Background: an optimization exercise with open tools, aiming at small area, a short achievable clock period and few clock cycles. Do not read the settings as production practice. Function was checked by simulation only, so behaviour that the tests miss may differ from the original. Power and IR drop assume default switching activity.

==> design/flow/design.v <==
module alu(
    output[16 - 1:0] data_out,
	 output 							  valid_out,
	 output 							  cmd_out,
	 input [16 - 1:0] data_in,
	 input 							  valid_in,
	 input 							  cmd_in,
	 output 									 amm_read,
	 output[8 - 1:0] amm_address,
	 input [8 - 1:0] amm_readdata,
	 input 									 amm_waitrequest,
	 input[1:0] 							 amm_response,
	 input clk,
	 input rst_n
    );
	reg amm_read_reg;
	reg[8 - 1:0] amm_address_reg;
	reg[3:0] opcode;
	reg[1:0] mod[0:62];       
	reg error;
	reg[11:0] result;
	reg[16 - 1:0] data_out_reg;
	reg[7:0] operands[0:62];  
	reg[5:0] nr_Operands;
	reg[5:0] operand_in;
	reg[5:0] operand_proc;
	reg[5:0] operand_cal;
	reg valid_out_reg;
	reg cmd_out_reg;
	reg[3:0] state;
	wire[3:0] hdr_opcode = data_in[11:8];
	wire[5:0] hdr_nr     = data_in[5:0];
	wire hdr_error = (hdr_nr == 0) ||
	                 (hdr_opcode >= 4 && hdr_opcode <= 7 && hdr_nr != 1) ||
	                 (hdr_opcode >= 8 && hdr_opcode <= 9 && hdr_nr != 2) ||
	                 (hdr_opcode > 9);
	wire[7:0] op_a = operands[operand_cal];
	wire[7:0] op_b = operands[operand_cal + 6'd1];
	always @(posedge clk) begin
		if (rst_n == 0) begin
			state        <= 2;
			error        <= 0;
			opcode       <= 0;
			nr_Operands  <= 0;
			result       <= 0;
			operand_in   <= 0;
			operand_proc <= 0;
			operand_cal  <= 0;
		end
		else begin
			case (state)
			2: begin
				result       <= 0;
				error        <= 0;
				operand_in   <= 0;
				operand_proc <= 0;
				operand_cal  <= 0;
				if (valid_in == 1 && cmd_in == 1) begin
					opcode      <= hdr_opcode;
					nr_Operands <= hdr_nr;
					if (hdr_error) begin
						error <= 1;
						state <= 10;
					end
					else
						state <= 4;
				end
			end
			4: begin
				if (valid_in == 1) begin
					mod[operand_in]      <= data_in[9:8];
					operands[operand_in] <= data_in[7:0];
					operand_in           <= operand_in + 1;
				end
				else if (operand_in == nr_Operands)
					state <= 6;
			end
			6: begin
				if (operand_proc == nr_Operands)
					state <= 8;
				else if (mod[operand_proc] == 2'b01)
					state <= 6 + 1;
				else
					operand_proc <= operand_proc + 1;
			end
			6 + 1: begin
				if (amm_waitrequest == 0) begin
					if (amm_response == 2'b00) begin
						operands[operand_proc] <= amm_readdata;
						operand_proc           <= operand_proc + 1;
						state                  <= 6;
					end
					else begin
						error <= 1;
						state <= 10;
					end
				end
			end
			8: begin
				if (operand_cal == nr_Operands)
					state <= 10;
				else begin
					case (opcode)
					'h0: begin
						result      <= result + op_a;
						operand_cal <= operand_cal + 1;
					end
					'h1: begin
						if (operand_cal == 0)
							result[7:0] <= op_a;
						else
							result[7:0] <= result[7:0] & op_a;
						operand_cal <= operand_cal + 1;
					end
					'h2: begin
						result[7:0] <= result[7:0] | op_a;
						operand_cal <= operand_cal + 1;
					end
					'h3: begin
						result[7:0] <= result[7:0] ^ op_a;
						operand_cal <= operand_cal + 1;
					end
					'h4: begin
						result[7:0] <= ~op_a;
						operand_cal <= operand_cal + 1;
					end
					'h5: begin
						result[7:0] <= op_a + 8'd1;
						operand_cal <= operand_cal + 1;
					end
					'h6: begin
						result[7:0] <= op_a - 8'd1;
						operand_cal <= operand_cal + 1;
					end
					'h7: begin
						result[7:0] <= -op_a;
						operand_cal <= operand_cal + 1;
					end
					'h8: begin
						result[7:0] <= op_a >> op_b;
						operand_cal <= operand_cal + 2;
					end
					'h9: begin
						result[7:0] <= op_a << op_b;
						operand_cal <= operand_cal + 2;
					end
					default: ;
					endcase
				end
			end
			10:
				state <= 10 + 1;
			10 + 1:
				state <= 2;
			default:
				state <= 2;
			endcase
		end
	end
	always @(*) begin
		amm_read_reg    = 0;
		amm_address_reg = 0;
		data_out_reg    = 0;
		cmd_out_reg     = 0;
		valid_out_reg   = 0;
		case (state)
		6: begin
			if (operand_proc != nr_Operands && mod[operand_proc] == 2'b01) begin
				amm_read_reg    = 1;
				amm_address_reg = operands[operand_proc];
			end
		end
		6 + 1: begin
			amm_read_reg    = 1;
			amm_address_reg = operands[operand_proc];
		end
		10: begin
			valid_out_reg = 1;
			cmd_out_reg   = 1;
			data_out_reg  = {11'b0, error, opcode};
		end
		10 + 1: begin
			valid_out_reg = 1;
			if (error)
				data_out_reg = {4'b0, 12'hBAD};
			else
				data_out_reg = {4'b0, result};
		end
		default: ;
		endcase
	end
	assign amm_read    = amm_read_reg;
	assign amm_address = amm_address_reg;
	assign data_out  = data_out_reg;
	assign valid_out = valid_out_reg;
	assign cmd_out   = cmd_out_reg;
endmodule
==> design/flow/run.sh <==
#!/bin/bash
# synth_recipe.tcl (not shown) runs the flow's synth.tcl, then flattens the netlist and writes it again
# the make line also repeats each setting of config.mk as NAME=value (left out here)
make -C /OpenROAD-flow-scripts/flow DESIGN_CONFIG=/design/flow/config.mk WORK_HOME=/design/flow/orfs CLKGATE_MAP_FILE= SYNTH_SCRIPT=/design/flow/synth_recipe.tcl finish
==> design/flow/config.mk <==
export PLATFORM = sky130hd
export DESIGN_NAME = alu
export DESIGN_NICKNAME = alu
export VERILOG_FILES = /design/flow/design.v
export SDC_FILE = /design/flow/constraint.sdc
export NUM_CORES = 4
export LEC_CHECK = 0
export CAP_MARGIN = 20
export CORE_MARGIN = 2
export CORE_UTILIZATION = 40
export SLEW_MARGIN = 20
==> design/flow/constraint.sdc <==
create_clock -name core_clock -period 11.0 [get_ports {clk}]
set_input_delay 2.2000 -clock core_clock [delete_from_list [all_inputs] [get_ports {clk}]]
set_output_delay 2.2000 -clock core_clock [all_outputs]
set_load 0.01 [all_outputs]
==> flow_metrics.py <==
metrics = {
    "power": {
        "seqPwrFrac": 0.433,
        "net-switching-power_mw": 1.85,
        "p_comb_frac": 0.175,
        "clockPowerShare": 0.392,
        "switching_share": 0.271,
        "p_total_mw": 6.82,
        "ir_drop_mv": 0.110,
        "powerDensity_nw_per_um2": 166,
        "p_int_mw": 4.97,
        "p_leak_nw": 12.4,
    },
    "global_routing": {
        "grt_first_pass_wirelength_um": 168000,
        "grt_pass1_vias": 24200,
        "antenna_found_initial": 2,
        "grt_max_degree": 102,
        "overflow": 0,
        "grt_util_all_layers": 0.242,
    },
    "synthesis": {
        "syn_area_per_cell_um2": 14.9,
        "ys_types": 92,
        "synthFlopType": "edfxtp_1",
        "synth_seq_cells": 687,
        "synthTopCellsByCount": "630 x edfxtp_1, 369 x mux4_2, 237 x nor2_1",
        "synth-edff-count": 630,
        "syn_area_um2": 37000,
        "async_flop_share": 0,
        "synth_warnings": 1,
        "synth.area.top_cells": "edfxtp_1 51%, mux4_2 22%, dfxtp_1 3.1%, nor2_1 2.4%, nand2_1 1.8%",
        "synth.top_cell.area_share": 0.511,
        "yosysMostFrequentCell": "edfxtp_1",
        "synth_cells": 2481,
        "seq_area_frac_synth": 0.542,
        "post-synth-top-area-cell": "edfxtp_1",
    },
    "drt": {
        "viasPerCell": 6.66,
        "wl_per_cell_um": 30.9,
        "first_pass_iters": 6,
        "drc": 0,
        "vias": 24800,
        "routed_wl_um": 115000,
        "drt-initial-drc-count": 3426,
        "antenna_left": 0,
    },
    "finish": {
        "multiInputGateArea_um2": 15900,
        "antenna_cells": 0,
        "seqCellArea_um2": 20100,
        "layout.nets": 2542,
        "fill_cells": 7997,
        "drive_above_1_share": 0.234,
        "synthToLayoutAreaGrowth_pct": 11.1,
    },
    "die": {
        "start_util": 0.404,
        "die_y_um": 308,
        "io_pins": 58,
        "rows": 111,
        "die_area_um2": 95000,
        "die_x_um": 308,
        "coreArea_um2": 91700,
    },
    "min_path": {
        "worstHoldPathType": "reg2reg",
        "min-delay-start": "result[11]",
        "min_path_cells": 2,
        "min_to": "result[11]",
    },
    "cts": {
        "htree_num_levels": 3,
        "cts_sinks": 687,
        "cts_buffers": 76,
        "clockRootBuffer": "clkbuf_16",
        "clk_pin_slew_ps": 70,
        "post_cts_buffers": 0,
        "cts_resized": 0,
        "clock_path_buffers": 3,
        "holdBufCountCts": 0,
        "cts_tree": "yes",
        "clock_latency_ps": 670,
    },
    "sta": {
        "skew_ps": 67.0,
        "max_slew.worst_pin.slew_ps": 1230,
        "hold_violations": 0,
        "setup_violations": 0,
        "fin_crit_sh": 0.706,
        "rsz0062_at_grt": "false",
        "max_freq_mhz": 129,
        "relSlewSlack": 0.179,
        "fin_crit_ps": 7770,
        "setup_tns_ps": 0,
        "slew_violations": 0,
    },
    "worst_setup_path": {
        "rr_worst_depth": 16,
        "setup.worst_path.class": "reg2out",
        "cp-end-kind": "output port",
        "crit_path_start_kind": "flip-flop",
        "rrSetupSlack_ps": 5150,
        "crit_fanout": 72,
        "r2r_end": "result[5]",
        "required_ps": 8800,
        "cp_data_arrival_time_ps": 5570,
    },
    "placement": {
        "numPortBuffers": 49,
        "place_congestion": 0.951,
        "dp_hpwl_um": 75400,
    },
    "flow_run": {
        "cap_violations": 0,
    },
    "outcome": {
        "run_status": "timing/DRC/antenna clean",
    },
}
layer usage:
| layer | vias up | share of wire | global-route usage | wire length, um |
|---|---|---|---|---|
| met5 | - | 0.00033 | 0 | 38 |
| met2 | 1669 | 0.46 | 0.379 | 53200 |
| met4 | 6 | 0.042 | 0.0900 | 4880 |
| li1 | 10100 | - | - | - |
| met1 | 12800 | 0.38 | 0.325 | 43400 |
| met3 | 297 | 0.12 | 0.0651 | 13700 |
worst max-delay path, cell delays in order (launching register included):
cell and delay [ps]:
dfxtp_4 1010, buf_4 710, buf_4 620, mux4_2 600
mux4_2 600, mux4_2 570, nor2b_1 190, clkdlybuf4s50_1 490
placed cells by master, fill, tap and decap left out, types with 9 or more instances in the layout:
cell / n
a211oi_1: 15
a21oi_1: 83
a221oi_1: 13
a22oi_1: 19
a31oi_1: 17
and2_1: 11
and3_1: 10
buf_4: 42
bufinv_16: 12
clkbuf_1: 12
clkbuf_16: 77
clkdlybuf4s50_1: 47
clkinv_1: 21
dfxtp_1: 49
edfxtp_1: 630
ha_1: 27
inv_1: 65
mux2_2: 20
mux2i_1: 62
mux4_2: 369
nand2_1: 173
nand2b_1: 23
nand3_1: 37
nand4_1: 9
nor2_1: 229
nor2b_1: 27
nor3_1: 28
nor4_1: 48
o211ai_1: 12
o21ai_0: 59
o221ai_1: 10
o32a_1: 31
xnor2_1: 23
xor2_1: 27
cell type report:
cell class / count / share of cell area
clock inverters: 47 / 0.0152
repair buffers: 92 / 0.0202
multi-input cells: 1550 / 0.386
well taps: 1186 / 0.0361
inverters: 74 / 0.00687
clock buffers: 89 / 0.0479
flip-flops and latches: 687 / 0.488
metrics by stage:
stage                util  hold WS, ps  area [um2]  std cells  worst slack [ps]
floorplan               -          480       37000       2484              5610
global placement    0.420          505       38500       3588              3810
detailed placement  0.420          535       38500       3588              3630
CTS                 0.448          549       41100       3724              3180
global route        0.449          574       41100       3725              2970
finish              0.449          552       41100       3725              3230
power groups by stage:
stage	clock network, mW	logic [mW]	registers [mW]
2_1_floorplan	0	0.919	2.93
6_report	2.67	1.19	2.95
3_3_place_gp	0	1.16	3.01
5_1_grt	2.80	1.27	2.96
3_5_place_dp	0	1.18	3.01
4_1_cts	2.69	1.18	2.95
logic make-up (layout without fill, tap and decap cells):
group                      after synthesis  after routing  share of synthesized area
other                                    1              4                   0.000101
muxes                                  465            465                      0.255
and+or+nand+nor                        651            651                     0.0813
buffers and inverters                  247            302                     0.0319
AOI/OAI and AO/OA                      347            347                     0.0665
xor gates and xnor gates                53             53                     0.0131
DFF                                    687            687                      0.542
adders and majority gates               30             30                     0.0105
worst max path at each step:
| stage | to | slack, ps |
|---|---|---|
| final | amm_address[3] | 3230 |
| after global routing | amm_address[3] | 2970 |
| after CTS | amm_address[3] | 3180 |
| after detailed placement | operands[14][4] | 3630 |
| after global placement | operands[48][4] | 3810 |
| after floorplan | amm_address[7] | 5610 |
registers in the layout, summed over array words and instances (netlist names), named ones only:
name,cells
operand_proc,6
opcode,4
nr_Operands,6
result,12
operand_in,6
error,1
mod,126
operand_cal,6
state,4
operands,504
Testbench counts, summed over its fixed seeds: cycles 21,528.

## what the ideal ports hide
The results above use ideal ports. As a check the final layout listed here was re-extracted and re-timed, cells and wires unchanged.
Step 1, drivers: a clkbuf_16 drives clk and a buf_2 each remaining input, both assumed.
Step 2 moves the port delays by t, midway between the first and last clock arrival at a register: inputs arrive t later, outputs are due t later. That takes back most of the time a late clock gives input paths.
Three values: ideal ports, drivers, drivers and shift; two values: the first two.
t, ns: 0.699
setup WS [ns]: 3.232 / 3.167 / 3.661
clock arrival spread, ns: 0.068 / 0.067
slew at the worst register clock pin (ns): 0.07 / 0.07
pins driven straight from the clock port: 1
After both steps setup and hold are still met in this run. The setup slack of this run moves by -0.065 ns with the drivers and by +0.429 ns with both steps.
